What follows belongs to an exercise in optimizing a design on an open flow for small area; a production flow would make more cautious choices.
In this exercise RTL edits were held to simulation tests only and were not proved equivalent to the original.
Power and IR drop assume default switching activity.

<file path="config.mk">
export PLATFORM = sky130hd
export DESIGN_NAME = toplevel
export DESIGN_NICKNAME = toplevel
export VERILOG_FILES = /design/flow/design.v
export SDC_FILE = /design/flow/constraint.sdc
export NUM_CORES = 4
export LEC_CHECK = 0
export CAP_MARGIN = 20
export CORE_MARGIN = 2
export CORE_UTILIZATION = 40
export SLEW_MARGIN = 20
</file>
<file path="design.v">
module toplevel (reset, clock, mclk, sclk, lrck, sdin, sdout, test_sdout);
input  reset;
input  clock;
input  sdout;
output mclk;
output sclk;
output lrck;
output sdin;
output test_sdout;
reg [8:0] p;
reg       f;
always @(posedge clock) begin
  if (reset == 1'b0) begin
    p <= 9'd0;
    f <= 1'b1;
  end else begin
    p <= p + {8'd0, ~f};
    f <= 1'b0;
  end
end
assign mclk = p[0];
assign sclk = p[2];
assign lrck = p[8];
assign test_sdout = 1'b0;
reg fresh;
always @(posedge clock) begin
  if (reset == 1'b0)
    fresh <= 1'b1;
  else if (p[4])
    fresh <= 1'b0;
end
reg [10:0] r0;
wire ins0 = (p == 9'd323);
always @(posedge clock) r0 <= {r0[9:0], fresh ? 1'b0 : (ins0 ? sdout : r0[10])};
reg [10:0] r1;
wire ins1 = (p == 9'd315);
always @(posedge clock) r1 <= {r1[9:0], fresh ? 1'b0 : (ins1 ? sdout : r1[10])};
reg [10:0] r2;
wire ins2 = (p == 9'd307);
always @(posedge clock) r2 <= {r2[9:0], fresh ? 1'b0 : (ins2 ? sdout : r2[10])};
reg [10:0] r3;
wire ins3 = (p == 9'd299);
always @(posedge clock) r3 <= {r3[9:0], fresh ? 1'b0 : (ins3 ? sdout : r3[10])};
reg [10:0] r4;
wire ins4 = (p == 9'd291);
always @(posedge clock) r4 <= {r4[9:0], fresh ? 1'b0 : (ins4 ? sdout : r4[10])};
reg [10:0] r5;
wire ins5 = (p == 9'd283);
always @(posedge clock) r5 <= {r5[9:0], fresh ? 1'b0 : (ins5 ? sdout : r5[10])};
reg [10:0] r6;
wire ins6 = (p == 9'd275);
always @(posedge clock) r6 <= {r6[9:0], fresh ? 1'b0 : (ins6 ? sdout : r6[10])};
wire [6:0] x = {r6[5], r5[8], r4[0], r3[3], r2[6], r1[9], r0[1]};
reg en, sub, dblm;
always @(*) begin
  en = 1'b0;
  sub = 1'b0;
  dblm = 1'b0;
  case (p)
    9'd128: begin en = 1'b1; end
    9'd129: begin en = 1'b1; end
    9'd134: begin en = 1'b1; end
    9'd135: begin en = 1'b1; end
    9'd143: begin dblm = 1'b1; end
    9'd145: begin en = 1'b1; end
    9'd151: begin en = 1'b1; end
    9'd159: begin dblm = 1'b1; end
    9'd160: begin en = 1'b1; sub = 1'b1; end
    9'd161: begin en = 1'b1; sub = 1'b1; end
    9'd168: begin en = 1'b1; sub = 1'b1; end
    9'd169: begin en = 1'b1; sub = 1'b1; end
    9'd175: begin dblm = 1'b1; end
    9'd177: begin en = 1'b1; sub = 1'b1; end
    9'd180: begin en = 1'b1; sub = 1'b1; end
    9'd182: begin en = 1'b1; sub = 1'b1; end
    9'd185: begin en = 1'b1; sub = 1'b1; end
    9'd191: begin dblm = 1'b1; end
    9'd195: begin en = 1'b1; end
    9'd200: begin en = 1'b1; end
    9'd207: begin dblm = 1'b1; end
    9'd211: begin en = 1'b1; end
    9'd217: begin en = 1'b1; end
    default: ;
  endcase
end
wire txw  = p[8] & (p[7] ? (p[6:3] == 4'd0) : (p[6:3] != 4'd0));
wire dbl  = fresh | dblm | (txw & (p[2:0] == 3'b111));
reg  [15:0] acc;
wire [6:0]  y  = {7{en}} & (x ^ {7{sub}});
wire        sx = en & (x[6] ^ sub);
wire [15:0] bop = {{9{sx}}, y};
wire [16:0] cy;
assign cy[0] = en & sub;
genvar i;
generate
  for (i = 0; i < 16; i = i + 1) begin : add
    assign cy[i+1] = (acc[i] & bop[i]) | (acc[i] & cy[i]) | (bop[i] & cy[i]);
    if (i == 0) begin : lsb
      always @(posedge clock) acc[i] <= dbl ? 1'b0 : acc[i] ^ bop[i] ^ cy[i];
    end else begin : up
      always @(posedge clock) acc[i] <= dbl ? acc[i-1] : acc[i] ^ bop[i] ^ cy[i];
    end
  end
endgenerate
assign sdin = txw & acc[15];
endmodule
</file>
<file path="run.sh">
#!/bin/bash
# synth_recipe.tcl (not shown) runs the flow's synth.tcl, then flattens the netlist and writes it again
# the make line also repeats each setting of config.mk as NAME=value (left out here)
make -C /OpenROAD-flow-scripts/flow DESIGN_CONFIG=/design/flow/config.mk WORK_HOME=/design/flow/orfs CLKGATE_MAP_FILE= SYNTH_SCRIPT=/design/flow/synth_recipe.tcl finish
</file>
<file path="constraint.sdc">
create_clock -name core_clock -period 10.0 [get_ports {clock}]
set_input_delay 2.0000 -clock core_clock [delete_from_list [all_inputs] [get_ports {clock}]]
set_output_delay 2.0000 -clock core_clock [all_outputs]
set_load 0.01 [all_outputs]
</file>
==> results of run 1 <==
-- synth_stat cells, types with 2 or more instances --
master	instances
dfxtp_1	104
fa_1	15
nor2_1	14
nand3_1	10
mux2i_1	9
nand2_1	9
mux2_1	8
a21oi_1	7
mux2_2	7
nor4_1	5
xnor2_1	5
buf_2	4
clkbuf_1	4
inv_1	4
nand2b_1	4
o21ai_0	4
or3_1	4
and2_1	3
nand4_1	3
nor2b_1	3
xor2_1	3
ha_1	2
nor3_1	2
-- worst paths after layout --
kind,end,cells after the start
max,acc[15]$_DFF_P_,23
min,r4[3]$_DFF_P_,0
max reg2reg,acc[15]$_DFF_P_,23
min reg2reg,r4[3]$_DFF_P_,0
-- layer usage --
metal	share of wire [%]	GRT usage, %	routed length (um)	up-vias
li1	-	-	-	872
met3	5.0	5.83	244	11
met1	50	17.3	2430	822
met4	2.2	5.80	107	0
met5	0	0	0	-
met2	43	18.4	2110	29
-- state kept, by name (all words and copies together) (netlist names) --
register / count
r1: 11
r3: 11
acc: 16
r5: 11
fresh: 1
f: 1
r4: 11
r0: 11
r2: 11
r6: 11
p: 9
-- where the power goes --
| part | internal, mW | switching, mW | total (mW) |
|---|---|---|---|
| clock network | 0.101 | 0.156 | 0.258 |
| logic | 0.00319 | 0.00303 | 0.00622 |
| registers | 0.415 | 0.00222 | 0.417 |
| total | 0.519 | 0.162 | 0.681 |
-- final cells by class --
cell class | count | area (um2) | area share (%)
well taps | 105 | 131 | 3.59
multi-input cells | 135 | 1150 | 31.6
clock inverters | 7 | 81.3 | 2.22
inverters | 5 | 18.8 | 0.513
repair buffers | 7 | 67.6 | 1.85
clock buffers | 9 | 124 | 3.38
flip-flops and latches | 104 | 2080 | 56.9
-- placed cells by master, fill, tap and decap left out, types with 7 or more instances in the layout --
master,netlist,layout
fa_1,15,15
mux2i_1,9,9
nor2_1,14,14
nand3_1,10,10
nand2_1,9,9
clkbuf_8,0,9
a21oi_1,7,7
mux2_2,7,7
mux2_1,8,8
dfxtp_1,104,104
-- cell families after synthesis --
kind of cell / count (synthesis)
fa+ha+maj: 17
compound gates: 21
flops: 104
mux: 24
other cells: 1
xor+xnor: 8
buf+inv: 15
simple gates: 64
-- stage by stage --
step	instance area (um2)	hold WS, ps
floorplan	3310	310
global placement	3450	310
detailed placement	3450	312
CTS	3660	334
global route	3660	335
finish	3660	333
-- worst reg2reg max path: stages (launching register included) --
cell,delay [ps]
dfxtp_1,550
nor2b_1,260
nor4_1,90
o31ai_1,600
mux2i_1,220
fa_1,450
fa_1,400
fa_1,390
fa_1,390
fa_1,390
fa_1,380
fa_1,390
fa_1,380
fa_1,390
fa_1,400
fa_1,390
fa_1,390
fa_1,390
fa_1,400
fa_1,390
xor2_1,160
a2111oi_0,450
o211a_1,240
a211oi_2,40
==> flow_summary.json, run 1 <==
{
  "min_period_ps": 8630,
  "drcViolationCount": 0,
  "synth_adder_area_share_pct": 9.83,
  "async_reset_ff_share_pct": 0,
  "critical_path.startpoint": "p[4]$_SDFF_PN0_",
  "cts_root_buffer": "clkbuf_8",
  "postLayoutCoreUtil_pct": 45.0,
  "synth_edf_count": 0,
  "routed_wl_mm": 4.89,
  "postCtsSetupBuffers": 0,
  "dieWidth_um": 95.0,
  "setup_viol": 0,
  "fmax_mhz": 116,
  "syn_avg_cell_area_um2": 13.0,
  "core_um2": 8130,
  "path_max_fanout": 12,
  "peakVddDrop_mv": 0.0766,
  "skew_ps": 7.36,
  "fin_ws_ps": 1370,
  "routed-via-count": 1734,
  "synth-xor-area-share_pct": 2.12,
  "cpLargestDelayFamily": "adder cells",
  "io-pin-count": 8,
  "tightestPinTransition_ps": 870,
  "die_y_um": 95.0,
  "antenna_found_initial": 0,
  "grt_max_degree": 22,
  "worstHoldPathType": "register to register",
  "muxShareOfSynthArea_pct": 7.83,
  "cts_tree": "yes",
  "cts_resized": 0,
  "synth_top_area_share_pct": 62.9,
  "synth_top_area_cell": "dfxtp_1",
  "num_rows": 33,
  "endpoint_kind": "register",
  "placed_cells": 356,
  "synth_seq_cells": 104,
  "cp.arrival_ps": 8890,
  "synth_area_um2": 3310,
  "power_per_cell_area_nw_per_um2": 186,
  "worst_path_most_repeated_cell": "fa_1",
  "cp-start-kind": "register",
  "cts_buffers": 9,
  "drtAntennaViolNets": 0,
  "path_cells": "nor2b_1, nor4_1, o31ai_1, mux2i_1, fa_1, fa_1, fa_1, fa_1, fa_1, fa_1, fa_1, fa_1, fa_1, fa_1, fa_1, fa_1, fa_1, fa_1, fa_1, xor2_1, a2111oi_0, o211a_1, a211oi_2",
  "finalCritPeriodShare_pct": 86.3,
  "drt_pre_antenna_iters": 4,
  "drtIter0Drc": 108,
  "cpPeakStageDelay_ps": 600,
  "hp-start": "r4[2]$_DFF_P_",
  "clk_path_buf_depth": 2,
  "htree_num_levels": 3,
  "synth_top_family_by_area": "simple AND/OR/NAND/NOR gates",
  "syn_nets": 274,
  "cap_viol_max_count": 0,
  "fp.dieArea_um2": 9020,
  "cts_sinks": 104,
  "rsz0062_at_grt": "no",
  "synth_compound_area_share_pct": 4.76,
  "cp.required_ps": 10260,
  "synth_top_flop_cell": "dfxtp_1",
  "critPathKind": "register to register",
  "grt_use_total_pct": 13.1,
  "dp_slack_ps": 1390,
  "route.detailed.wl_per_inst_um": 13.1,
  "r2r-start": "p[4]$_SDFF_PN0_",
  "nets": 282,
  "hold_buffers": 0,
  "viasPerCell": 4.66,
  "synth.distinct_cells": 44,
  "p_leak_nw": 1.46,
  "finalPower_mw": 0.681,
  "clk_pin_slew_worst_paths_ps": 100,
  "syn_to_final_growth_pct": 10.6,
  "grt_pass1_wl_mm": 8.65,
  "grt_overflow": 0,
  "finalSetupTns_ps": 0,
  "initial_core_util_pct": 40.7,
  "synth_simple_gate_area_share_pct": 10.2,
  "first_global_vias": 1799,
  "synth.yosys.seq_area_share_pct": 62.9,
  "yosys_warnings": 1,
  "gp_congestion": 0.750,
  "synthCells": 254,
  "hpwl_mm": 3.29,
  "drive_gt1_share_pct": 10.5,
  "final_hold_viol_count": 0,
  "slew-limit-headroom_pct": 41.2,
  "slowest_stage": "o31ai_1",
  "r2r_slack_ps": 1370,
  "synth_area_leaders": "dfxtp_1 63%, fa_1 9.1%, mux2i_1 2.7%, mux2_1 2.7%, mux2_2 2.4%",
  "worst-path-buf-inv": 0,
  "slew_violations": 0,
  "clk-insertion-delay-late_ps": 370,
  "nFillCells": 754,
  "outcome": "complete, no violations",
  "fin_cells": 372,
  "io_buffers": 6,
  "diodes": 0
}
==> run 2, diff against run 1 <==
==> flow/run.sh (new file) <==
#!/bin/bash
# Standard synthesis, then every combinational cell swapped for the smallest
# cell of its family (the synthesis maps for speed and upsizes freely; the
# resizer upsizes again wherever slew or load needs it), then the standard
# layout steps.
set -euo pipefail
R=orfs/results/${FLOW_PLATFORM}/toplevel/base
LIB=${FLOW_HOME}/platforms/${FLOW_PLATFORM}/lib/sky130_fd_sc_hd__tt_025C_1v80.lib
bash standard.sh synth > synth.log 2>&1
sleep 1
python3 flow/downsize.py "$LIB" "$R/1_2_yosys.v" > downsize.log 2>&1
touch "$R/1_2_yosys.v"
bash standard.sh finish > layout.log 2>&1
==> flow/downsize.py (new file) <==
#!/usr/bin/env python3
"""Swap each combinational cell in a Yosys netlist for the smallest cell of the same
function family (same base name and pins), e.g. mux2_4 -> mux2_1.  Flip-flops are
left alone.  Usage: downsize.py LIB NETLIST"""
import re, sys
lib = open(sys.argv[1]).read()
cells = {}
for m in re.finditer(r'\n\s*cell\s*\(\s*"?(\w+)"?\s*\)\s*\{', lib):
    name = m.group(1)
    body = lib[m.end():m.end() + 200000]
    nxt = re.search(r'\n\s*cell\s*\(', body)
    if nxt:
        body = body[:nxt.start()]
    a = re.search(r'area\s*:\s*([\d.]+)', body)
    pins = tuple(sorted(re.findall(r'\bpin\s*\(\s*"?(\w+)"?\s*\)', body)))
    seq = bool(re.search(r'\b(ff|latch|statetable)\s*\(', body))
    dont = bool(re.search(r'dont_use\s*:\s*true', body))
    cells[name] = (float(a.group(1)) if a else 1e9, pins, seq, dont)
DONT = set("""probe_p_8 probec_p_8""".split())
best = {}
for n, (a, pins, seq, dont) in cells.items():
    m = re.match(r'(sky130_fd_sc_hd__\w+?)_(\d+)$', n)
    if not m or seq or dont or 'lpflow' in n:
        continue
    key = (m.group(1), pins)
    if key not in best or a < cells[best[key]][0]:
        best[key] = n
net = open(sys.argv[2]).read()
count = 0
def sub(m):
    global count
    n = m.group(1)
    if n not in cells:
        return m.group(0)
    a, pins, seq, dont = cells[n]
    b = re.match(r'(sky130_fd_sc_hd__\w+?)_(\d+)$', n)
    if seq or not b:
        return m.group(0)
    t = best.get((b.group(1), pins), n)
    if t != n and cells[t][0] < a:
        count += 1
        return m.group(0).replace(n, t)
    return m.group(0)
net = re.sub(r'^\s*(sky130_fd_sc_hd__\w+)\s', sub, net, flags=re.M)
open(sys.argv[2], 'w').write(net)
print("downsized", count, "cells")
==> standard.sh (new file) <==
#!/bin/bash
# synth_recipe.tcl (not shown) runs the flow's synth.tcl, then flattens the netlist and writes it again
# the make line also repeats each setting of config.mk as NAME=value (left out here)
make -C /OpenROAD-flow-scripts/flow DESIGN_CONFIG=/design/flow/config.mk WORK_HOME=/design/flow/orfs CLKGATE_MAP_FILE= SYNTH_SCRIPT=/design/flow/synth_recipe.tcl "${@:-finish}"
removed: run.sh
==> run 2 against run 1 <==
Compared with the run above:
- clock skew rose by 4.3 ps
- clock power is 3% lower
- count of clock-buffer cells in the layout up 1
- utilization grew 1.6 points
- first-iteration DRC count decreased by 17%
- worst setup slack improved by 84 ps
- register-to-register slack improved by 80 ps
- non-clock buffer count did not move
- routed wire length down 2.4%
- design area down 0.62%
- sequential share of layout area rose by 0.35 points
- largest cell class unchanged
==> flow_summary.json, run 2 <==
{
  "core_um2": 7810,
  "fp.dieArea_um2": 8910,
  "die_y_um": 94.4,
  "endpoint_kind": "register",
  "slew_violations": 0,
  "htree_num_levels": 3,
  "routed_wl_mm": 4.78,
  "io-pin-count": 8,
  "path_max_fanout": 12,
  "layout_common_cells": "104 x dfxtp_1, 15 x fa_1, 14 x nor2_1",
  "min_period_ps": 8550,
  "grt_use_total_pct": 12.6,
  "route.detailed.wl_per_inst_um": 12.9,
  "viasPerCell": 4.63,
  "yosys_warnings": 1,
  "cts_resized": 0,
  "finalSetupTns_ps": 0,
  "cpPeakStageDelay_ps": 600,
  "p_int_mw": 0.521,
  "antenna_found_initial": 0,
  "grt_overflow": 0,
  "dpl_cell_area_um2": 3440,
  "drtAntennaViolNets": 0,
  "finalCritPeriodShare_pct": 85.5,
  "skew_ps": 11.6,
  "p_sw_mw": 0.152,
  "fmax_mhz": 117,
  "layout_commonest_cell": "dfxtp_1",
  "hp-start": "r0[0]$_SDFF_PP0_",
  "syn_avg_cell_area_um2": 12.9,
  "critPathKind": "register to register",
  "peakVddDrop_mv": 0.0953,
  "fin_cells": 369,
  "syn_to_final_growth_pct": 11.3,
  "routed-via-count": 1708,
  "setup_viol": 0,
  "num_rows": 32,
  "p_comb_share_pct": 0.9,
  "cap_viol_max_count": 0,
  "postCtsSetupBuffers": 0,
  "tightestPinTransition_ps": 916,
  "nets": 282,
  "cp.arrival_ps": 8790,
  "placed_cells": 353,
  "drtIter0Drc": 90,
  "path_cells": "nor2b_1, nor4_1, o31ai_1, mux2i_1, fa_1, fa_1, fa_1, fa_1, fa_1, fa_1, fa_1, fa_1, fa_1, fa_1, fa_1, fa_1, fa_1, fa_1, fa_1, xor2_1, a2111oi_0, o211a_1, a211oi_1",
  "grt_max_degree": 20,
  "clk_pin_slew_worst_paths_ps": 100,
  "cp-start-kind": "register",
  "hold_buffers": 0,
  "largest_reg_flops": 16,
  "regMostFlops": "acc",
  "drt_pre_antenna_iters": 4,
  "grt_pass1_wl_mm": 8.27,
  "clk_path_buf_depth": 2,
  "hpwl_mm": 3.22,
  "cts_buffers": 9,
  "outcome": "complete, no violations",
  "finalPower_mw": 0.673,
  "drcViolationCount": 0,
  "gp_congestion": 0.744,
  "dieWidth_um": 94.4,
  "cts_tree": "yes",
  "slowest_stage": "o31ai_1",
  "first_global_vias": 1682,
  "worst_path_most_repeated_cell": "fa_1",
  "initial_core_util_pct": 41.9,
  "clk-insertion-delay-late_ps": 360,
  "synth_area_um2": 3270,
  "final_hold_viol_count": 0,
  "io_buffers": 6,
  "diodes": 0,
  "clockPowerShare_pct": 37.2,
  "worstHoldPathType": "register to register",
  "syn_nets": 274,
  "critical_path.startpoint": "p[4]$_SDFF_PN0_",
  "p_leak_nw": 1.45,
  "r2r-start": "p[4]$_SDFF_PN0_",
  "drive_gt1_share_pct": 9.74,
  "sequentialPowerShare_pct": 61.9,
  "cts_sinks": 104,
  "rsz0062_at_grt": "no",
  "slew-limit-headroom_pct": 38.1,
  "synthCells": 254,
  "cp.required_ps": 10250,
  "switching_share_pct": 22.6,
  "power_per_cell_area_nw_per_um2": 185,
  "stdcell_area_um2": 3640,
  "cts_root_buffer": "clkbuf_8"
}
## run 2: final timing paths
| path | slack (ps) | depth (start not counted) | end |
|---|---|---|---|
| hold / removal | 330 | 0 | r0[1]$_DFF_P_ |
| setup reg to reg | 1450 | 23 | acc[15]$_DFF_P_ |
| hold reg to reg | 330 | 0 | r0[1]$_DFF_P_ |
| setup / recovery | 1450 | 23 | acc[15]$_DFF_P_ |
## run 2: worst max-delay path, delay by kind of cell, from the launching register on
family	cells	cell delay, ps
fa+ha+maj	15	5900
compound gates	4	1230
flops	1	540
simple gates	2	360
mux	1	210
xor+xnor	1	160
## run 2: through the flow
step,utilization [%],setup WS (ps),hold slack [ps]
finish,46.6,1450,328
detailed placement,44.1,1490,312
floorplan,-,1790,310
global route,46.6,941,333
global placement,44.0,1690,311
CTS,46.6,1440,334
## run 2: layer usage
metal	part of all wire, %	track usage, %
met5	0	0
met4	1.9	5.43
met3	4.1	5.27
met2	43	17.5
met1	51	17.3
## run 2: final cells by class
cell class | count | area (um2)
Sequential cell | 104 | 2080
Inverter | 5 | 18.8
Multi-Input combinational cell | 135 | 1140
Clock inverter | 6 | 60.1
Fill cell | 729 | 4170
Timing Repair Buffer | 7 | 67.6
Tap cell | 102 | 128
Clock buffer | 10 | 138
## run 2: power by group through the flow
stage	registers (mW)	logic (mW)	clock network, mW
2_1_floorplan	0.426	0.00410	0
3_3_place_gp	0.427	0.00616	0
3_5_place_dp	0.427	0.00610	0
4_1_cts	0.417	0.00611	0.260
5_1_grt	0.418	0.00690	0.280
6_report	0.417	0.00602	0.250
==> run 3, diff against run 2 <==
--- a/flow/run.sh
+++ b/flow/run.sh
@@ -10,4 +10,4 @@
 sleep 1
 python3 flow/downsize.py "$LIB" "$R/1_2_yosys.v" > downsize.log 2>&1
 touch "$R/1_2_yosys.v"
-bash standard.sh finish > layout.log 2>&1
+bash standard.sh "CTS_ARGS=-sink_clustering_enable -repair_clock_nets -dont_use_dummy_load -buf_list {sky130_fd_sc_hd__clkbuf_4 sky130_fd_sc_hd__clkbuf_8} -sink_clustering_size 10" finish > layout.log 2>&1
==> run 3 against run 2 <==
Compared with the run above:
- worst hold slack worse by 22 ps
- total power shrank 7.7%
- final cell count shrank 1.9%
- register-to-register slack barely moved
- sequential share of layout area grew 1.2 points
==> flow_summary.json, run 3 <==
{
  "placed_cells": 353,
  "routed_wl_mm": 4.77,
  "die_y_um": 94.4,
  "p_leak_nw": 1.42,
  "initial_core_util_pct": 41.9,
  "r2r_slack_ps": 1460,
  "fp.dieArea_um2": 8910,
  "finalSetupTns_ps": 0,
  "drtAntennaViolNets": 0,
  "dp_slack_ps": 1490,
  "peakVddDrop_mv": 0.0885,
  "core_um2": 7810,
  "postCtsSetupBuffers": 0,
  "path_cells": "nor2b_1, nor4_1, o31ai_1, mux2i_1, fa_1, fa_1, fa_1, fa_1, fa_1, fa_1, fa_1, fa_1, fa_1, fa_1, fa_1, fa_1, fa_1, fa_1, fa_1, xor2_1, a2111oi_0, o211a_1, a211oi_1",
  "critical_path.startpoint": "p[4]$_SDFF_PN0_",
  "hpwl_mm": 3.22,
  "cp.required_ps": 10220,
  "clk-insertion-delay-late_ps": 350,
  "fmax_mhz": 117,
  "worstHoldPathType": "register to register",
  "cpPeakStageDelay_ps": 600,
  "endpoint": "acc[15]$_DFF_P_",
  "reg2regPathDepth": 23,
  "drcViolationCount": 0,
  "yosys_warnings": 1,
  "cts_buffers": 9,
  "tightestPinTransition_ps": 918,
  "skew_ps": 25.7,
  "power_per_cell_area_nw_per_um2": 174,
  "syn_to_final_growth_pct": 8.99,
  "cts_sinks": 104,
  "worst-path-buf-inv": 0,
  "syn_avg_cell_area_um2": 12.9,
  "hold_buffers": 0,
  "setup_viol": 0,
  "clk_pin_slew_worst_paths_ps": 80,
  "synth_area_um2": 3270,
  "syn_nets": 274,
  "postLayoutCoreUtil_pct": 45.6,
  "drive_gt1_share_pct": 7.31,
  "fin_cells": 362,
  "diodes": 0,
  "final_hold_viol_count": 0,
  "cap_viol_max_count": 0,
  "slew-limit-headroom_pct": 37.9,
  "min_period_ps": 8540,
  "cts_tree": "yes",
  "route.detailed.wl_per_inst_um": 13.2,
  "drtIter0Drc": 88,
  "dieWidth_um": 94.4,
  "r2r-start": "p[4]$_SDFF_PN0_",
  "regMostFlops": "acc",
  "grt_max_degree": 20,
  "fin_ws_ps": 1460,
  "largest_reg_flops": 16,
  "layout_common_cells": "104 x dfxtp_1, 15 x fa_1, 14 x nor2_1",
  "io_buffers": 6,
  "wl_met3_um": 201,
  "critPathKind": "register to register",
  "synthCells": 254,
  "io-pin-count": 8,
  "cp.arrival_ps": 8760,
  "endpoint_kind": "register",
  "path_depth": 23,
  "first_global_vias": 1685,
  "slowest_stage": "o31ai_1",
  "rsz0062_at_grt": "no",
  "layout_commonest_cell": "dfxtp_1",
  "grt_pass1_wl_mm": 8.24,
  "cts_root_buffer": "clkbuf_8",
  "grt_use_total_pct": 12.6,
  "worst_path_most_repeated_cell": "fa_1",
  "met2_wirelength_mm": 2.03,
  "cts_resized": 0,
  "m1WireLength_mm": 2.43,
  "viasPerCell": 4.69,
  "antenna_found_initial": 0,
  "path_max_fanout": 12,
  "cp-start-kind": "register",
  "grt_overflow": 0,
  "nets": 282,
  "hp-start": "r0[0]$_SDFF_PP0_",
  "drt_pre_antenna_iters": 4,
  "clk_path_buf_depth": 2,
  "outcome": "complete, no violations",
  "r2r_end": "acc[15]$_DFF_P_",
  "finalPower_mw": 0.622,
  "finalCritPeriodShare_pct": 85.4,
  "routed-via-count": 1699,
  "cpLargestDelayFamily": "adder cells",
  "top_layer": "met4",
  "num_rows": 32,
  "gp_congestion": 0.744,
  "slew_violations": 0,
  "htree_num_levels": 3
}
## run 3: power by group
part	switching [mW]	internal, mW	total [mW]
logic	0.00287	0.00315	0.00602
clock network	0.118	0.0810	0.199
registers	0.00220	0.415	0.417
## run 3: worst min-delay path by stage
stage,to,slack [ps],cells past startpoint
2_1_floorplan,r0[10]$_DFF_P_,310,0
3_3_place_gp,r0[1]$_DFF_P_,310,0
3_5_place_dp,r0[3]$_DFF_P_,310,0
4_1_cts,r0[1]$_DFF_P_,310,0
5_1_grt,r0[1]$_DFF_P_,320,0
6_report,r0[1]$_DFF_P_,310,0
## run 3: cell type report
cell class,count,area (um2)
inverter,5,18.8
fill,739,4240
sequential,104,2080
multi-input combinational,135,1140
timing repair buffer,7,67.6
tap,102,128
clock buffer,9,124
## run 3: worst register-to-register path, stage by stage, from the launching register on
cell and delay, ps:
dfxtp_1 530, nor2b_1 270, nor4_1 90, o31ai_1 600, mux2i_1 210, fa_1 440, fa_1 380, fa_1 380
fa_1 380, fa_1 380, fa_1 380, fa_1 390, fa_1 390, fa_1 400, fa_1 390, fa_1 390
fa_1 390, fa_1 400, fa_1 410, fa_1 400, xor2_1 160, a2111oi_0 390, o211a_1 210, a211oi_1 40
## run 3: per-layer routing
layer	up-vias	global-route usage, %
met5	-	0
li1	859	-
met2	23	17.3
met4	0	6.16
met1	808	17.3
met3	9	4.79
## run 3: through the flow
| step | cell area, um2 | hold WS, ps |
|---|---|---|
| 2_1_floorplan | 3270 | 310 |
| 3_3_place_gp | 3430 | 311 |
| 3_5_place_dp | 3440 | 312 |
| 4_1_cts | 3560 | 314 |
| 5_1_grt | 3560 | 316 |
| 6_report | 3560 | 306 |
==> run 4, diff against run 3 <==
--- a/flow/run.sh
+++ b/flow/run.sh
@@ -10,4 +10,4 @@
 sleep 1
 python3 flow/downsize.py "$LIB" "$R/1_2_yosys.v" > downsize.log 2>&1
 touch "$R/1_2_yosys.v"
-bash standard.sh "CTS_ARGS=-sink_clustering_enable -repair_clock_nets -dont_use_dummy_load -buf_list {sky130_fd_sc_hd__clkbuf_4 sky130_fd_sc_hd__clkbuf_8} -sink_clustering_size 10" finish > layout.log 2>&1
+bash standard.sh "CTS_ARGS=-sink_clustering_enable -repair_clock_nets -dont_use_dummy_load -buf_list sky130_fd_sc_hd__clkbuf_16 -sink_clustering_size 35" finish > layout.log 2>&1
==> run 4 against run 3 <==
Compared with the run above:
- still clean
- worst hold slack better by 5.5 ps
- utilization is 1.3 points higher
- global-route usage hardly changed
- via count hardly changed
- maximum frequency is 0.14% higher
- synthesized cell count stayed put
- register-to-register slack hardly changed
- routed wire length hardly changed
- clock skew is 8.8 ps lower
- sequential power hardly changed
- first-iteration DRC count is 34% higher
- largest cell class unchanged
==> flow_summary.json, run 4 <==
{
  "outcome": "complete, no violations",
  "worst_path_most_repeated_cell": "fa_1",
  "fp.dieArea_um2": 8910,
  "p_leak_nw": 1.46,
  "r2r_end": "acc[15]$_DFF_P_",
  "core_um2": 7810,
  "min_period_ps": 8520,
  "largest_reg_flops": 16,
  "hpwl_mm": 3.22,
  "syn_avg_cell_area_um2": 12.9,
  "io_buffers": 6,
  "routed-via-count": 1700,
  "drtAntennaViolNets": 0,
  "cts_tree": "yes",
  "hold_buffers": 0,
  "layout_commonest_cell": "dfxtp_1",
  "slew-limit-headroom_pct": 37.7,
  "diodes": 0,
  "viasPerCell": 4.70,
  "clk_pin_slew_worst_paths_ps": 60,
  "slew_violations": 0,
  "syn_nets": 274,
  "nets": 282,
  "tightestPinTransition_ps": 921,
  "gp_congestion": 0.744,
  "skew_ps": 17.0,
  "grt_use_total_pct": 12.6,
  "regMostFlops": "acc",
  "route.detailed.wl_per_inst_um": 13.2,
  "fmax_mhz": 117,
  "finalSetupTns_ps": 0,
  "drtIter0Drc": 118,
  "drcViolationCount": 0,
  "placed_cells": 353,
  "endpoint_kind": "register",
  "cts_buffers": 9,
  "r2r_slack_ps": 1480,
  "cp-start-kind": "register",
  "cp.required_ps": 10200,
  "drt_pre_antenna_iters": 4,
  "die_y_um": 94.4,
  "cts_resized": 0,
  "dieWidth_um": 94.4,
  "routed_wl_mm": 4.78,
  "setup_viol": 0,
  "cap_viol_max_count": 0,
  "hold_depth": 0,
  "dpl_cell_area_um2": 3440,
  "rsz0062_at_grt": "no",
  "htree_num_levels": 3,
  "r2r-start": "p[4]$_SDFF_PN0_",
  "fin_cells": 362,
  "slowest_stage": "o31ai_1",
  "postLayoutCoreUtil_pct": 46.9,
  "cts_sinks": 104,
  "cpPeakStageDelay_ps": 600,
  "whs_endpoint": "r0[1]$_DFF_P_",
  "cp.arrival_ps": 8730,
  "hold_ws_ps": 311,
  "grt_pass1_wl_mm": 8.27,
  "path_max_fanout": 12,
  "path_cells": "nor2b_1, nor4_1, o31ai_1, mux2i_1, fa_1, fa_1, fa_1, fa_1, fa_1, fa_1, fa_1, fa_1, fa_1, fa_1, fa_1, fa_1, fa_1, fa_1, fa_1, xor2_1, a2111oi_0, o211a_1, a211oi_1",
  "worst-path-buf-inv": 0,
  "io-pin-count": 8,
  "finalPower_mw": 0.710,
  "drive_gt1_share_pct": 7.31,
  "power_per_cell_area_nw_per_um2": 194,
  "num_rows": 32,
  "cts_root_buffer": "clkbuf_16",
  "reg2regPathDepth": 23,
  "final_hold_viol_count": 0,
  "initial_core_util_pct": 41.9,
  "clk-insertion-delay-late_ps": 330,
  "antenna_found_initial": 0,
  "grt_overflow": 0,
  "worstHoldPathType": "register to register",
  "clk_path_buf_depth": 2,
  "layout_common_cells": "104 x dfxtp_1, 15 x fa_1, 14 x nor2_1",
  "cpLargestDelayFamily": "adder cells",
  "grt_max_degree": 20,
  "postCtsSetupBuffers": 0,
  "synthCells": 254,
  "dp_slack_ps": 1490,
  "syn_to_final_growth_pct": 12.1,
  "yosys_warnings": 1,
  "first_global_vias": 1686,
  "finalCritPeriodShare_pct": 85.2,
  "hp-start": "r0[0]$_SDFF_PP0_",
  "path_depth": 23,
  "critPathKind": "register to register",
  "fin_ws_ps": 1480,
  "nFillCells": 729,
  "stdcell_area_um2": 3660,
  "peakVddDrop_mv": 0.100,
  "synth_area_um2": 3270
}
## run 4: cell types whose count changed in the layout (fill, tap and decap cells not counted)
cell	change
clkbuf_16	+9
clkbuf_8	-9
## run 4: cell type report
class                           instances  area (um2)  share of cell area [%]
Clock buffer                            9         225                    6.15
Inverter                                5        18.8                   0.512
Multi-Input combinational cell        135        1140                    31.2
Sequential cell                       104        2080                    56.8
Tap cell                              102         128                    3.48
Timing Repair Buffer                    7        67.6                    1.84
## run 4: worst max-delay path by stage
| stage | from | end | slack [ps] |
|---|---|---|---|
| 6_report | p[4]$_SDFF_PN0_ | acc[15]$_DFF_P_ | 1480 |
| 3_5_place_dp | p[4]$_SDFF_PN0_ | acc[15]$_DFF_P_ | 1490 |
| 3_3_place_gp | p[2]$_SDFF_PN0_ | acc[15]$_DFF_P_ | 1690 |
| 4_1_cts | p[4]$_SDFF_PN0_ | acc[15]$_DFF_P_ | 1450 |
| 5_1_grt | p[4]$_SDFF_PN0_ | acc[15]$_DFF_P_ | 950 |
| 2_1_floorplan | p[2]$_SDFF_PN0_ | acc[15]$_DFF_P_ | 1790 |
## run 4: worst reg2reg max path, delay by kind of cell (launching register included)
| kind | cells | cell delay, ps |
|---|---|---|
| xor+xnor | 1 | 160 |
| simple gates | 2 | 360 |
| fa+ha+maj | 15 | 5900 |
| mux | 1 | 210 |
| compound gates | 4 | 1230 |
| flops | 1 | 520 |
## run 4: where the power goes
part / leakage [nW] / internal (mW) / switching, mW / total, mW
clock network: 0.111 / 0.159 / 0.128 / 0.286
logic: 0.514 / 0.00315 / 0.00288 / 0.00603
registers: 0.838 / 0.415 / 0.00220 / 0.418
## run 4: layer usage
layer	up-vias	track usage, %	wire length [um]
li1	862	-	-
met3	8	4.79	193
met4	0	5.80	93
met5	-	0	0
met2	26	17.6	2040
met1	804	17.3	2440
==> run 5, diff against run 4 <==
--- a/flow/run.sh
+++ b/flow/run.sh
@@ -10,4 +10,4 @@
 sleep 1
 python3 flow/downsize.py "$LIB" "$R/1_2_yosys.v" > downsize.log 2>&1
 touch "$R/1_2_yosys.v"
-bash standard.sh "CTS_ARGS=-sink_clustering_enable -repair_clock_nets -dont_use_dummy_load -buf_list sky130_fd_sc_hd__clkbuf_16 -sink_clustering_size 35" finish > layout.log 2>&1
+bash standard.sh "CTS_ARGS=-sink_clustering_enable -repair_clock_nets -dont_use_dummy_load -buf_list sky130_fd_sc_hd__clkbuf_16 -sink_clustering_size 52" finish > layout.log 2>&1
==> run 5 against run 4 <==
Compared with the run above:
- die area did not move
- count of clock-buffer cells in the layout stayed put
- largest cell class unchanged
- register-to-register slack about the same
- highest routed layer unchanged
- clock power barely moved
- non-clock buffer count stayed put
- total power unchanged
- worst setup slack did not move
- still clean
- sequential share of layout area stayed put
- sequential power about the same
==> flow_summary.json, run 5 <==
{
  "final_hold_viol_count": 0,
  "switching_share_pct": 18.7,
  "clockPowerShare_pct": 40.3,
  "syn_to_final_growth_pct": 12.1,
  "dieWidth_um": 94.4,
  "cts_tree": "yes",
  "hpwl_mm": 3.22,
  "clk-insertion-delay-late_ps": 330,
  "grt_pass1_wl_mm": 8.27,
  "cts_sinks": 104,
  "viasPerCell": 4.70,
  "peakVddDrop_mv": 0.100,
  "layout_common_cells": "104 x dfxtp_1, 15 x fa_1, 14 x nor2_1",
  "diodes": 0,
  "grt_max_degree": 20,
  "grt_overflow": 0,
  "cp-start-kind": "register",
  "htree_num_levels": 3,
  "syn_avg_cell_area_um2": 12.9,
  "drt_pre_antenna_iters": 4,
  "hold_buffers": 0,
  "syn_nets": 274,
  "p_sw_mw": 0.133,
  "drtAntennaViolNets": 0,
  "skew_ps": 17.0,
  "cts_buffers": 9,
  "gp_congestion": 0.744,
  "endpoint_kind": "register",
  "cts_resized": 0,
  "io-pin-count": 8,
  "synth_area_um2": 3270,
  "core_um2": 7810,
  "antenna_found_initial": 0,
  "drtIter0Drc": 118,
  "io_buffers": 6,
  "cp.required_ps": 10200,
  "slew_violations": 0,
  "path_max_fanout": 12,
  "die_y_um": 94.4,
  "clk_path_buf_depth": 2,
  "routed_wl_mm": 4.78,
  "outcome": "complete, no violations",
  "nets": 282,
  "p_int_mw": 0.577,
  "rsz0062_at_grt": "no",
  "drcViolationCount": 0,
  "tightestPinTransition_ps": 921,
  "cts_root_buffer": "clkbuf_16",
  "drive_gt1_share_pct": 7.31,
  "cp.arrival_ps": 8730,
  "num_rows": 32,
  "regMostFlops": "acc",
  "min_period_ps": 8520,
  "grt_use_total_pct": 12.6,
  "fmax_mhz": 117,
  "p_leak_nw": 1.46,
  "critPathKind": "register to register",
  "largest_reg_flops": 16,
  "cap_viol_max_count": 0,
  "first_global_vias": 1686,
  "p_comb_share_pct": 0.8,
  "postCtsSetupBuffers": 0,
  "yosys_warnings": 1,
  "route.detailed.wl_per_inst_um": 13.2,
  "slew-limit-headroom_pct": 37.7,
  "sequentialPowerShare_pct": 58.8,
  "clk_pin_slew_worst_paths_ps": 60,
  "routed-via-count": 1700,
  "fin_ws_ps": 1480,
  "synthCells": 254,
  "dp_slack_ps": 1490,
  "finalCritPeriodShare_pct": 85.2,
  "power_per_cell_area_nw_per_um2": 194,
  "worstHoldPathType": "register to register",
  "finalSetupTns_ps": 0,
  "setup_viol": 0,
  "initial_core_util_pct": 41.9,
  "layout_commonest_cell": "dfxtp_1",
  "fp.dieArea_um2": 8910
}
==> run 5: cell counts in the layout (fill, tap and decap cells not counted) <==
No cell type changed its count.
==> run 5: cell type report <==
| class | instances | area (um2) |
|---|---|---|
| multi-input cells | 135 | 1140 |
| well taps | 102 | 128 |
| clock buffers | 9 | 225 |
| flip-flops and latches | 104 | 2080 |
| repair buffers | 7 | 67.6 |
| inverters | 5 | 18.8 |
| fillers | 729 | 4140 |
==> run 5: per-stage QoR <==
stage	total power, mW	area [um2]	instances	utilization (%)	hold WS, ps
floorplan	0.430	3270	254	-	310
global placement	0.433	3430	353	44.0	311
CTS	0.719	3660	362	46.9	319
detailed placement	0.433	3440	353	44.1	312
finish	0.710	3660	362	46.9	311
global route	0.738	3660	362	46.9	319
==> run 5: power by group through the flow <==
stage / combinational [mW] / sequential (mW) / clock (mW)
global route: 0.00690 / 0.417 / 0.313
CTS: 0.00611 / 0.417 / 0.296
floorplan: 0.00410 / 0.426 / 0
global placement: 0.00616 / 0.427 / 0
detailed placement: 0.00610 / 0.427 / 0
finish: 0.00603 / 0.418 / 0.286
==> run 5: critical path: stages (launching register included) <==
cell and delay (ps):
dfxtp_1 520, nor2b_1 270, nor4_1 90, o31ai_1 600
mux2i_1 210, fa_1 440, fa_1 380, fa_1 380
fa_1 380, fa_1 380, fa_1 380, fa_1 390
fa_1 390, fa_1 400, fa_1 390, fa_1 390
fa_1 390, fa_1 400, fa_1 410, fa_1 400
xor2_1 160, a2111oi_0 380, o211a_1 210, a211oi_1 40
==> run 5: worst paths after layout <==
check / start / end / slack (ps) / depth (start not counted)
max: p[4]$_SDFF_PN0_ / acc[15]$_DFF_P_ / 1480 / 23
max reg2reg: p[4]$_SDFF_PN0_ / acc[15]$_DFF_P_ / 1480 / 23
min: r0[0]$_SDFF_PP0_ / r0[1]$_DFF_P_ / 310 / 0
min reg2reg: r0[0]$_SDFF_PP0_ / r0[1]$_DFF_P_ / 310 / 0
==> run 5: metal layers <==
metal / vias up / routed length [um] / global-route usage (%)
met2: 26 / 2040 / 17.6
met4: 0 / 93 / 5.80
li1: 862 / - / -
met3: 8 / 193 / 4.79
met1: 804 / 2440 / 17.3
met5: - / 0 / 0
==> run 6, diff against run 5 <==
--- a/flow/run.sh
+++ b/flow/run.sh
@@ -10,4 +10,4 @@
 sleep 1
 python3 flow/downsize.py "$LIB" "$R/1_2_yosys.v" > downsize.log 2>&1
 touch "$R/1_2_yosys.v"
-bash standard.sh "CTS_ARGS=-sink_clustering_enable -repair_clock_nets -dont_use_dummy_load -buf_list sky130_fd_sc_hd__clkbuf_16 -sink_clustering_size 52" finish > layout.log 2>&1
+bash standard.sh "CTS_ARGS=-repair_clock_nets -dont_use_dummy_load -buf_list {sky130_fd_sc_hd__clkbuf_4 sky130_fd_sc_hd__clkbuf_8 sky130_fd_sc_hd__clkbuf_16}" finish > layout.log 2>&1
==> run 6 against run 5 <==
Compared with the run above:
- non-clock buffer count stayed put
- die area stayed put
- clock power is about 30% lower
- critical path depth stayed put
- via count hardly changed
- clock skew is 8.8 ps higher
- synthesized area stayed put
- global-route usage hardly changed
- sequential cell count stayed put
- maximum frequency is 0.14% lower
- worst setup slack worse by 12 ps
- routed wire length hardly changed
- largest power group unchanged
==> flow_summary.json, run 6 <==
{
  "grt_overflow": 0,
  "hold_ws_ps": 306,
  "clockPowerShare_pct": 32.0,
  "grt_pass1_wl_mm": 8.24,
  "cp-start-kind": "register",
  "nets": 282,
  "whs_endpoint": "r0[1]$_DFF_P_",
  "drtAntennaViolNets": 0,
  "synth_area_um2": 3270,
  "routed_wl_mm": 4.77,
  "grt_use_total_pct": 12.6,
  "r2r-start": "p[4]$_SDFF_PN0_",
  "cts_buffers": 9,
  "placed_cells": 353,
  "diodes": 0,
  "grt_max_degree": 20,
  "hold_buffers": 0,
  "first_global_vias": 1685,
  "cts_tree": "yes",
  "viasPerCell": 4.69,
  "hold_depth": 0,
  "cts_sinks": 104,
  "tightestPinTransition_ps": 918,
  "finalSetupTns_ps": 0,
  "io-pin-count": 8,
  "drt_pre_antenna_iters": 4,
  "clk_path_buf_depth": 2,
  "fin_cells": 362,
  "fp.dieArea_um2": 8910,
  "critPathKind": "register to register",
  "yosys_warnings": 1,
  "cp.arrival_ps": 8760,
  "layout_commonest_cell": "dfxtp_1",
  "sequentialPowerShare_pct": 67.1,
  "skew_ps": 25.7,
  "worstHoldPathType": "register to register",
  "r2r_end": "acc[15]$_DFF_P_",
  "p_leak_nw": 1.42,
  "fmax_mhz": 117,
  "gp_congestion": 0.744,
  "io_buffers": 6,
  "stdcell_area_um2": 3560,
  "die_y_um": 94.4,
  "syn_nets": 274,
  "endpoint_kind": "register",
  "route.detailed.wl_per_inst_um": 13.2,
  "reg2regPathDepth": 23,
  "r2r_slack_ps": 1460,
  "path_max_fanout": 12,
  "power_per_cell_area_nw_per_um2": 174,
  "hp-start": "r0[0]$_SDFF_PP0_",
  "cts_root_buffer": "clkbuf_8",
  "num_rows": 32,
  "drive_gt1_share_pct": 7.31,
  "dieWidth_um": 94.4,
  "cap_viol_max_count": 0,
  "largest_reg_flops": 16,
  "p_comb_share_pct": 1.0,
  "clk_pin_slew_worst_paths_ps": 80,
  "initial_core_util_pct": 41.9,
  "layout_common_cells": "104 x dfxtp_1, 15 x fa_1, 14 x nor2_1",
  "htree_num_levels": 3,
  "min_period_ps": 8540,
  "slew-limit-headroom_pct": 37.9,
  "cp.required_ps": 10220,
  "outcome": "complete, no violations",
  "p_sw_mw": 0.123,
  "clk-insertion-delay-late_ps": 350,
  "hpwl_mm": 3.22,
  "syn_to_final_growth_pct": 8.99,
  "finalPower_mw": 0.622,
  "postCtsSetupBuffers": 0,
  "setup_viol": 0,
  "peakVddDrop_mv": 0.0885,
  "syn_avg_cell_area_um2": 12.9,
  "routed-via-count": 1699,
  "dpl_cell_area_um2": 3440,
  "regMostFlops": "acc",
  "core_um2": 7810,
  "synthCells": 254,
  "drcViolationCount": 0,
  "final_hold_viol_count": 0,
  "drtIter0Drc": 88,
  "rsz0062_at_grt": "no",
  "slew_violations": 0,
  "p_int_mw": 0.499,
  "cts_resized": 0,
  "finalCritPeriodShare_pct": 85.4,
  "switching_share_pct": 19.7,
  "antenna_found_initial": 0,
  "nFillCells": 739
}
## run 6: area by class of cell
type / count / area [um2] / area share [%]
Sequential cell: 104 / 2080 / 58.4
Multi-Input combinational cell: 135 / 1140 / 32.1
Tap cell: 102 / 128 / 3.58
Clock buffer: 9 / 124 / 3.48
Timing Repair Buffer: 7 / 67.6 / 1.90
Inverter: 5 / 18.8 / 0.527
## run 6: worst max-delay path by stage
stage	start	end	slack, ps	cells after the start
4_1_cts	p[4]$_SDFF_PN0_	acc[15]$_DFF_P_	1440	23
3_3_place_gp	p[2]$_SDFF_PN0_	acc[15]$_DFF_P_	1690	23
3_5_place_dp	p[4]$_SDFF_PN0_	acc[15]$_DFF_P_	1490	23
2_1_floorplan	p[2]$_SDFF_PN0_	acc[15]$_DFF_P_	1790	24
5_1_grt	p[4]$_SDFF_PN0_	acc[15]$_DFF_P_	950	23
6_report	p[4]$_SDFF_PN0_	acc[15]$_DFF_P_	1460	23
## run 6: routing by layer
metal / up-vias / share of wire [%] / track usage (%)
li1: 859 / - / -
met1: 808 / 51 / 17.3
met2: 23 / 43 / 17.3
met3: 9 / 4.2 / 4.79
met4: 0 / 2.4 / 6.16
met5: - / 0 / 0
## run 6: stage by stage
stage / setup slack (ps) / utilization, %
detailed placement: 1490 / 44.1
finish: 1460 / 45.6
CTS: 1440 / 45.6
global route: 949 / 45.6
floorplan: 1790 / -
global placement: 1690 / 44.0
## run 6: worst max-delay path, cell delays in order (launching register included)
cell	delay (ps)
dfxtp_1	530
nor2b_1	270
nor4_1	90
o31ai_1	600
mux2i_1	210
fa_1	440
fa_1	380
fa_1	380
fa_1	380
fa_1	380
fa_1	380
fa_1	390
fa_1	390
fa_1	400
fa_1	390
fa_1	390
fa_1	390
fa_1	400
fa_1	410
fa_1	400
xor2_1	160
a2111oi_0	390
o211a_1	210
a211oi_1	40
## run 6: power by group through the flow
stage                     Combinational (mW)  Clock (mW)  Sequential, mW
final                                0.00602       0.199           0.417
after CTS                            0.00611       0.207           0.417
after global placement               0.00616           0           0.427
after global routing                 0.00690       0.226           0.418
after floorplan                      0.00410           0           0.426
after detailed placement             0.00610           0           0.427
==> run 7, diff against run 6 <==
--- a/flow/run.sh
+++ b/flow/run.sh
@@ -10,4 +10,4 @@
 sleep 1
 python3 flow/downsize.py "$LIB" "$R/1_2_yosys.v" > downsize.log 2>&1
 touch "$R/1_2_yosys.v"
-bash standard.sh "CTS_ARGS=-repair_clock_nets -dont_use_dummy_load -buf_list {sky130_fd_sc_hd__clkbuf_4 sky130_fd_sc_hd__clkbuf_8 sky130_fd_sc_hd__clkbuf_16}" finish > layout.log 2>&1
+bash standard.sh "CTS_ARGS=-sink_clustering_enable -repair_clock_nets -dont_use_dummy_load -buf_list sky130_fd_sc_hd__clkbuf_4 -root_buf sky130_fd_sc_hd__clkbuf_8 -sink_clustering_size 8 -sink_clustering_max_diameter 30 -sink_clustering_levels 1" finish > layout.log 2>&1
==> run 7 against run 6 <==
Compared with the run above:
- critical path depth unchanged
- non-clock buffer count did not move
- critical path type unchanged
- synthesized cell count did not move
- clock skew unchanged
- global-route usage is the same
- clock power about the same
- sequential share of layout area did not move
==> flow_summary.json, run 7 <==
{
  "outcome": "complete, no violations",
  "synthCells": 254,
  "syn_to_final_growth_pct": 8.99,
  "grtUsageMet2_pct": 17.3,
  "drtIter0Drc": 88,
  "cts_sinks": 104,
  "routed-via-count": 1699,
  "cts_tree": "yes",
  "hpwl_mm": 3.22,
  "hold_buffers": 0,
  "syn_avg_cell_area_um2": 12.9,
  "placed_cells": 353,
  "postLayoutCoreUtil_pct": 45.6,
  "dp_slack_ps": 1490,
  "htree_num_levels": 3,
  "grt_overflow": 0,
  "syn_nets": 274,
  "clk-insertion-delay-late_ps": 350,
  "drcViolationCount": 0,
  "antenna_found_initial": 0,
  "grt_pass1_wl_mm": 8.24,
  "io-pin-count": 8,
  "cts_buffers": 9,
  "use_met3_pct": 4.79,
  "gp_congestion": 0.744,
  "skew_ps": 25.7,
  "initial_core_util_pct": 41.9,
  "p_leak_nw": 1.42,
  "hold_ws_ps": 306,
  "slew_violations": 0,
  "cp.required_ps": 10220,
  "grt_max_degree": 20,
  "fin_cells": 362,
  "viasPerCell": 4.69,
  "postCtsSetupBuffers": 0,
  "num_rows": 32,
  "rsz0062_at_grt": "no",
  "power_per_cell_area_nw_per_um2": 174,
  "diodes": 0,
  "synth_area_um2": 3270,
  "tightestPinTransition_ps": 918,
  "cp-start-kind": "register",
  "final_hold_viol_count": 0,
  "fmax_mhz": 117,
  "first_global_vias": 1685,
  "layout_common_cells": "104 x dfxtp_1, 15 x fa_1, 14 x nor2_1",
  "grt_use_total_pct": 12.6,
  "cts_resized": 0,
  "layout_commonest_cell": "dfxtp_1",
  "regMostFlops": "acc",
  "min_period_ps": 8540,
  "cts_root_buffer": "clkbuf_8",
  "core_um2": 7810,
  "clk_path_buf_depth": 2,
  "drive_gt1_share_pct": 7.31,
  "fin_ws_ps": 1460,
  "clk_pin_slew_worst_paths_ps": 80,
  "top_usage_layer": "met2",
  "drtAntennaViolNets": 0,
  "worstHoldPathType": "register to register",
  "route.detailed.wl_per_inst_um": 13.2,
  "slew-limit-headroom_pct": 37.9,
  "finalPower_mw": 0.622,
  "cp.arrival_ps": 8760,
  "dieWidth_um": 94.4,
  "finalSetupTns_ps": 0,
  "finalCritPeriodShare_pct": 85.4,
  "cap_viol_max_count": 0,
  "peakVddDrop_mv": 0.0885,
  "path_max_fanout": 12,
  "stdcell_area_um2": 3560,
  "die_y_um": 94.4,
  "nets": 282,
  "routed_wl_mm": 4.77,
  "endpoint_kind": "register",
  "largest_reg_flops": 16,
  "yosys_warnings": 1,
  "dpl_cell_area_um2": 3440,
  "fp.dieArea_um2": 8910,
  "grtUsageMet1_pct": 17.3,
  "io_buffers": 6,
  "setup_viol": 0,
  "critPathKind": "register to register",
  "drt_pre_antenna_iters": 4
}
## run 7: path summary, 6_finish.rpt
path	start	to	slack, ps	cells past startpoint
setup / recovery	p[4]$_SDFF_PN0_	acc[15]$_DFF_P_	1460	23
hold / removal	r0[0]$_SDFF_PP0_	r0[1]$_DFF_P_	310	0
setup reg to reg	p[4]$_SDFF_PN0_	acc[15]$_DFF_P_	1460	23
hold reg to reg	r0[0]$_SDFF_PP0_	r0[1]$_DFF_P_	310	0
## run 7: cell type report
| class | instances | area [um2] |
|---|---|---|
| fill | 739 | 4240 |
| sequential | 104 | 2080 |
| multi-input combinational | 135 | 1140 |
| tap | 102 | 128 |
| clock buffer | 9 | 124 |
| timing repair buffer | 7 | 67.6 |
| inverter | 5 | 18.8 |
## run 7: report_power, final
part,switching (mW),total (mW),internal [mW]
Clock,0.118,0.199,0.0810
Sequential,0.00220,0.417,0.415
Combinational,0.00287,0.00602,0.00315
Total,0.123,0.622,0.499
## run 7: metal layers
layer	up-vias	routed length [um]
met2	23	2030
met5	-	0
met4	0	115
li1	859	-
met3	9	201
met1	808	2430
## run 7: critical path: stages, from the launching register on
cell and delay, ps:
dfxtp_1 530, nor2b_1 270, nor4_1 90, o31ai_1 600, mux2i_1 210, fa_1 440, fa_1 380, fa_1 380
fa_1 380, fa_1 380, fa_1 380, fa_1 390, fa_1 390, fa_1 400, fa_1 390, fa_1 390
fa_1 390, fa_1 400, fa_1 410, fa_1 400, xor2_1 160, a2111oi_0 390, o211a_1 210, a211oi_1 40
==> run 8, diff against run 7 <==
--- a/flow/run.sh
+++ b/flow/run.sh
@@ -10,4 +10,4 @@
 sleep 1
 python3 flow/downsize.py "$LIB" "$R/1_2_yosys.v" > downsize.log 2>&1
 touch "$R/1_2_yosys.v"
-bash standard.sh "CTS_ARGS=-sink_clustering_enable -repair_clock_nets -dont_use_dummy_load -buf_list sky130_fd_sc_hd__clkbuf_4 -root_buf sky130_fd_sc_hd__clkbuf_8 -sink_clustering_size 8 -sink_clustering_max_diameter 30 -sink_clustering_levels 1" finish > layout.log 2>&1
+bash standard.sh "CTS_ARGS=-sink_clustering_enable -repair_clock_nets -dont_use_dummy_load -buf_list sky130_fd_sc_hd__clkbuf_4 -root_buf sky130_fd_sc_hd__clkbuf_16 -sink_clustering_size 8 -sink_clustering_max_diameter 30 -sink_clustering_levels 1" finish > layout.log 2>&1
==> run 8 against run 7 <==
Compared with the run above:
- largest power group unchanged
- total power is 14% higher
- clock skew shrank 8.8 ps
- sequential cell count unchanged
- critical path depth unchanged
- critical path type unchanged
- worst hold slack improved by 5.5 ps
- register-to-register slack barely moved
- die area unchanged
==> flow_summary.json, run 8 <==
{
  "diodes": 0,
  "syn_nets": 274,
  "clk_pin_slew_worst_paths_ps": 60,
  "layout_commonest_cell": "dfxtp_1",
  "gp_congestion": 0.744,
  "cts_resized": 0,
  "initial_core_util_pct": 41.9,
  "cts_root_buffer": "clkbuf_16",
  "htree_num_levels": 3,
  "setup_viol": 0,
  "drcViolationCount": 0,
  "fp.dieArea_um2": 8910,
  "finalPower_mw": 0.710,
  "power_per_cell_area_nw_per_um2": 194,
  "cts_tree": "yes",
  "r2r_slack_ps": 1480,
  "cap_viol_max_count": 0,
  "largest_reg_flops": 16,
  "io_buffers": 6,
  "num_rows": 32,
  "worst_path_most_repeated_cell": "fa_1",
  "postCtsSetupBuffers": 0,
  "regMostFlops": "acc",
  "yosys_warnings": 1,
  "fmax_mhz": 117,
  "sequentialPowerShare_pct": 58.8,
  "cp.arrival_ps": 8730,
  "clk_path_buf_depth": 2,
  "rsz0062_at_grt": "no",
  "worstHoldPathType": "register to register",
  "finalCritPeriodShare_pct": 85.2,
  "endpoint_kind": "register",
  "finalSetupTns_ps": 0,
  "drtAntennaViolNets": 0,
  "cpPeakStageDelay_ps": 600,
  "cp.required_ps": 10200,
  "p_leak_nw": 1.46,
  "clk-insertion-delay-late_ps": 330,
  "nets": 282,
  "dieWidth_um": 94.4,
  "core_um2": 7810,
  "path_max_fanout": 12,
  "p_int_mw": 0.577,
  "drt_pre_antenna_iters": 4,
  "slew_violations": 0,
  "hold_buffers": 0,
  "peakVddDrop_mv": 0.100,
  "critPathKind": "register to register",
  "cp-start-kind": "register",
  "first_global_vias": 1686,
  "nFillCells": 729,
  "synth_area_um2": 3270,
  "cts_buffers": 9,
  "slew-limit-headroom_pct": 37.7,
  "die_y_um": 94.4,
  "syn_avg_cell_area_um2": 12.9,
  "antenna_found_initial": 0,
  "routed_wl_mm": 4.78,
  "switching_share_pct": 18.7,
  "slowest_stage": "o31ai_1",
  "viasPerCell": 4.70,
  "final_hold_viol_count": 0,
  "drive_gt1_share_pct": 7.31,
  "syn_to_final_growth_pct": 12.1,
  "worst-path-buf-inv": 0,
  "min_period_ps": 8520,
  "route.detailed.wl_per_inst_um": 13.2,
  "skew_ps": 17.0,
  "grt_overflow": 0,
  "layout_common_cells": "104 x dfxtp_1, 15 x fa_1, 14 x nor2_1",
  "grt_pass1_wl_mm": 8.27,
  "cpLargestDelayFamily": "adder cells",
  "hpwl_mm": 3.22,
  "p_comb_share_pct": 0.8,
  "clockPowerShare_pct": 40.3,
  "routed-via-count": 1700,
  "grt_use_total_pct": 12.6,
  "tightestPinTransition_ps": 921,
  "io-pin-count": 8,
  "path_cells": "nor2b_1, nor4_1, o31ai_1, mux2i_1, fa_1, fa_1, fa_1, fa_1, fa_1, fa_1, fa_1, fa_1, fa_1, fa_1, fa_1, fa_1, fa_1, fa_1, fa_1, xor2_1, a2111oi_0, o211a_1, a211oi_1",
  "synthCells": 254,
  "cts_sinks": 104,
  "outcome": "complete, no violations",
  "drtIter0Drc": 118,
  "p_sw_mw": 0.133,
  "grt_max_degree": 20
}
-- run 8: final timing paths --
path                          from         endpoint  cells past startpoint
setup / recovery   p[4]$_SDFF_PN0_  acc[15]$_DFF_P_                     23
hold reg to reg   r0[0]$_SDFF_PP0_    r0[1]$_DFF_P_                      0
setup reg to reg   p[4]$_SDFF_PN0_  acc[15]$_DFF_P_                     23
hold / removal    r0[0]$_SDFF_PP0_    r0[1]$_DFF_P_                      0
-- run 8: stage by stage --
step | cell area [um2] | setup slack, ps | cells | utilization [%] | hold slack, ps
after floorplan | 3270 | 1790 | 254 | - | 310
after global placement | 3430 | 1690 | 353 | 44.0 | 311
after detailed placement | 3440 | 1490 | 353 | 44.1 | 312
after CTS | 3660 | 1450 | 362 | 46.9 | 319
after global routing | 3660 | 951 | 362 | 46.9 | 319
final | 3660 | 1480 | 362 | 46.9 | 311
-- run 8: worst register-to-register path: stages (launching register included) --
cell	delay [ps]
dfxtp_1	520
nor2b_1	270
nor4_1	90
o31ai_1	600
mux2i_1	210
fa_1	440
fa_1	380
fa_1	380
fa_1	380
fa_1	380
fa_1	380
fa_1	390
fa_1	390
fa_1	400
fa_1	390
fa_1	390
fa_1	390
fa_1	400
fa_1	410
fa_1	400
xor2_1	160
a2111oi_0	380
o211a_1	210
a211oi_1	40
-- run 8: routing by layer --
| layer | up-vias | track usage [%] | wire [um] |
|---|---|---|---|
| li1 | 862 | - | - |
| met1 | 804 | 17.3 | 2440 |
| met5 | - | 0 | 0 |
| met3 | 8 | 4.79 | 193 |
| met4 | 0 | 5.80 | 93 |
| met2 | 26 | 17.6 | 2040 |
-- run 8: power groups by stage --
stage | Sequential (mW) | Combinational [mW] | Clock, mW
after global placement | 0.427 | 0.00616 | 0
after global routing | 0.417 | 0.00690 | 0.313
final | 0.418 | 0.00603 | 0.286
after detailed placement | 0.427 | 0.00610 | 0
after CTS | 0.417 | 0.00611 | 0.296
after floorplan | 0.426 | 0.00410 | 0
-- run 8: final cells by class --
class                           instances  area (um2)  share of cell area, %
Inverter                                5        18.8                  0.512
Clock buffer                            9         225                   6.15
Multi-Input combinational cell        135        1140                   31.2
Tap cell                              102         128                   3.48
Sequential cell                       104        2080                   56.8
Timing Repair Buffer                    7        67.6                   1.84
==> run 9, diff against run 8 <==
--- a/flow/run.sh
+++ b/flow/run.sh
@@ -10,4 +10,4 @@
 sleep 1
 python3 flow/downsize.py "$LIB" "$R/1_2_yosys.v" > downsize.log 2>&1
 touch "$R/1_2_yosys.v"
-bash standard.sh "CTS_ARGS=-sink_clustering_enable -repair_clock_nets -dont_use_dummy_load -buf_list sky130_fd_sc_hd__clkbuf_4 -root_buf sky130_fd_sc_hd__clkbuf_16 -sink_clustering_size 8 -sink_clustering_max_diameter 30 -sink_clustering_levels 1" finish > layout.log 2>&1
+bash standard.sh "CTS_ARGS=-sink_clustering_enable -repair_clock_nets -dont_use_dummy_load" finish > layout.log 2>&1
==> run 9 against run 8 <==
Compared with the run above:
- still clean
- final cell count unchanged
- count of clock-buffer cells in the layout unchanged
- maximum frequency down 0.14%
- routed wire length about the same
- design area down 2.8%
- non-clock buffer count unchanged
- utilization down 1.3 points
- sequential power about the same
- global-route usage about the same
- worst hold slack worse by 5.5 ps
- clock skew up 8.8 ps
- critical path type unchanged
==> flow_summary.json, run 9 <==
{
  "drive_gt1_share_pct": 7.31,
  "cts_buffers": 9,
  "endpoint_kind": "register",
  "syn_to_final_growth_pct": 8.99,
  "path_max_fanout": 12,
  "cp.arrival_ps": 8760,
  "grt_pass1_wl_mm": 8.24,
  "clk_path_buf_depth": 2,
  "hp-start": "r0[0]$_SDFF_PP0_",
  "drcViolationCount": 0,
  "worstHoldPathType": "register to register",
  "rsz0062_at_grt": "no",
  "largest_reg_flops": 16,
  "syn_nets": 274,
  "critPathKind": "register to register",
  "postCtsSetupBuffers": 0,
  "slew_violations": 0,
  "die_y_um": 94.4,
  "antenna_found_initial": 0,
  "r2r_end": "acc[15]$_DFF_P_",
  "fin_ws_ps": 1460,
  "initial_core_util_pct": 41.9,
  "min_period_ps": 8540,
  "routed-via-count": 1699,
  "num_rows": 32,
  "whs_endpoint": "r0[1]$_DFF_P_",
  "drtIter0Drc": 88,
  "dp_slack_ps": 1490,
  "fp.dieArea_um2": 8910,
  "slew-limit-headroom_pct": 37.9,
  "route.detailed.wl_per_inst_um": 13.2,
  "nets": 282,
  "synthCells": 254,
  "drt_pre_antenna_iters": 4,
  "hold_depth": 0,
  "cp-start-kind": "register",
  "nFillCells": 739,
  "final_hold_viol_count": 0,
  "clk-insertion-delay-late_ps": 350,
  "htree_num_levels": 3,
  "core_um2": 7810,
  "p_leak_nw": 1.42,
  "reg2regPathDepth": 23,
  "clk_pin_slew_worst_paths_ps": 80,
  "cts_root_buffer": "clkbuf_8",
  "peakVddDrop_mv": 0.0885,
  "hpwl_mm": 3.22,
  "cap_viol_max_count": 0,
  "first_global_vias": 1685,
  "hold_buffers": 0,
  "io-pin-count": 8,
  "cts_resized": 0,
  "finalCritPeriodShare_pct": 85.4,
  "layout_commonest_cell": "dfxtp_1",
  "drtAntennaViolNets": 0,
  "io_buffers": 6,
  "grt_use_total_pct": 12.6,
  "syn_avg_cell_area_um2": 12.9,
  "regMostFlops": "acc",
  "cts_tree": "yes",
  "grt_overflow": 0,
  "yosys_warnings": 1,
  "viasPerCell": 4.69,
  "diodes": 0,
  "grt_max_degree": 20,
  "cp.required_ps": 10220,
  "cts_sinks": 104,
  "synth_area_um2": 3270,
  "setup_viol": 0,
  "r2r-start": "p[4]$_SDFF_PN0_",
  "outcome": "complete, no violations",
  "dieWidth_um": 94.4,
  "power_per_cell_area_nw_per_um2": 174,
  "r2r_slack_ps": 1460,
  "routed_wl_mm": 4.77,
  "layout_common_cells": "104 x dfxtp_1, 15 x fa_1, 14 x nor2_1",
  "gp_congestion": 0.744,
  "skew_ps": 25.7,
  "fmax_mhz": 117,
  "tightestPinTransition_ps": 918,
  "finalSetupTns_ps": 0
}
[run 9: where the power goes]
group | internal, mW | switching [mW] | leakage (nW) | total, mW
combinational | 0.00315 | 0.00287 | 0.514 | 0.00602
clock | 0.0810 | 0.118 | 0.0647 | 0.199
sequential | 0.415 | 0.00220 | 0.838 | 0.417
total | 0.499 | 0.123 | 1.42 | 0.622
[run 9: stage by stage]
| stage | hold WS, ps | total power, mW | instance area (um2) | utilization, % | instances |
|---|---|---|---|---|---|
| global route | 316 | 0.651 | 3560 | 45.6 | 362 |
| global placement | 311 | 0.433 | 3430 | 44.0 | 353 |
| floorplan | 310 | 0.430 | 3270 | - | 254 |
| detailed placement | 312 | 0.433 | 3440 | 44.1 | 353 |
| CTS | 314 | 0.630 | 3560 | 45.6 | 362 |
| finish | 306 | 0.622 | 3560 | 45.6 | 362 |
[run 9: worst max path at each step]
stage,slack [ps],cells after the start,startpoint,endpoint
3_3_place_gp,1690,23,p[2]$_SDFF_PN0_,acc[15]$_DFF_P_
6_report,1460,23,p[4]$_SDFF_PN0_,acc[15]$_DFF_P_
5_1_grt,950,23,p[4]$_SDFF_PN0_,acc[15]$_DFF_P_
3_5_place_dp,1490,23,p[4]$_SDFF_PN0_,acc[15]$_DFF_P_
2_1_floorplan,1790,24,p[2]$_SDFF_PN0_,acc[15]$_DFF_P_
4_1_cts,1440,23,p[4]$_SDFF_PN0_,acc[15]$_DFF_P_
[run 9: layout make-up]
cell class / count / area [um2] / area share (%)
Multi-Input combinational cell: 135 / 1140 / 32.1
Tap cell: 102 / 128 / 3.58
Inverter: 5 / 18.8 / 0.527
Timing Repair Buffer: 7 / 67.6 / 1.90
Sequential cell: 104 / 2080 / 58.4
Clock buffer: 9 / 124 / 3.48
[run 9: layer usage]
metal | part of all wire (%) | up-vias | track usage, % | wire (um)
met4 | 2.4 | 0 | 6.16 | 115
met1 | 51 | 808 | 17.3 | 2430
met5 | 0 | - | 0 | 0
met3 | 4.2 | 9 | 4.79 | 201
met2 | 43 | 23 | 17.3 | 2030
li1 | - | 859 | - | -
[run 9: worst max-delay path, cell delays in order (launching register included)]
cell	delay, ps
dfxtp_1	530
nor2b_1	270
nor4_1	90
o31ai_1	600
mux2i_1	210
fa_1	440
fa_1	380
fa_1	380
fa_1	380
fa_1	380
fa_1	380
fa_1	390
fa_1	390
fa_1	400
fa_1	390
fa_1	390
fa_1	390
fa_1	400
fa_1	410
fa_1	400
xor2_1	160
a2111oi_0	390
o211a_1	210
a211oi_1	40

==> port drivers added, routing unchanged <==
No port has a modelled driver above. Below, the same layouts with a new extraction and two added sets of constraints.
Step 1 (the two cells are an assumption about what drives the block):
set clk [get_ports {clock}]
set_driving_cell -lib_cell sky130_fd_sc_hd__clkbuf_16 $clk
set_driving_cell -lib_cell sky130_fd_sc_hd__buf_2 [delete_from_list [all_inputs] $clk]
Step 2 also shifts input and output timing later by t, the mid clock arrival at the registers, as if the neighbouring blocks saw the same clock.
a / b / c = ideal ports / drivers / drivers and shift; a / b = the first two.
run	t, ns	slack for setup (ns)	worst setup path after step 2
run 1	0.395	1.370 / 1.370 / 1.370	register to register
run 2	0.383	1.453 / 1.453 / 1.453	register to register
run 3	0.373	1.464 / 1.464 / 1.464	register to register
run 4	0.359	1.476 / 1.476 / 1.476	register to register
run 5	0.359	1.476 / 1.476 / 1.476	register to register
run 6	0.373	1.464 / 1.464 / 1.464	register to register
run 7	0.373	1.464 / 1.464 / 1.464	register to register
run 8	0.359	1.476 / 1.476 / 1.476	register to register
run 9	0.373	1.464 / 1.464 / 1.464	register to register
After both steps every run listed still meets setup and hold.
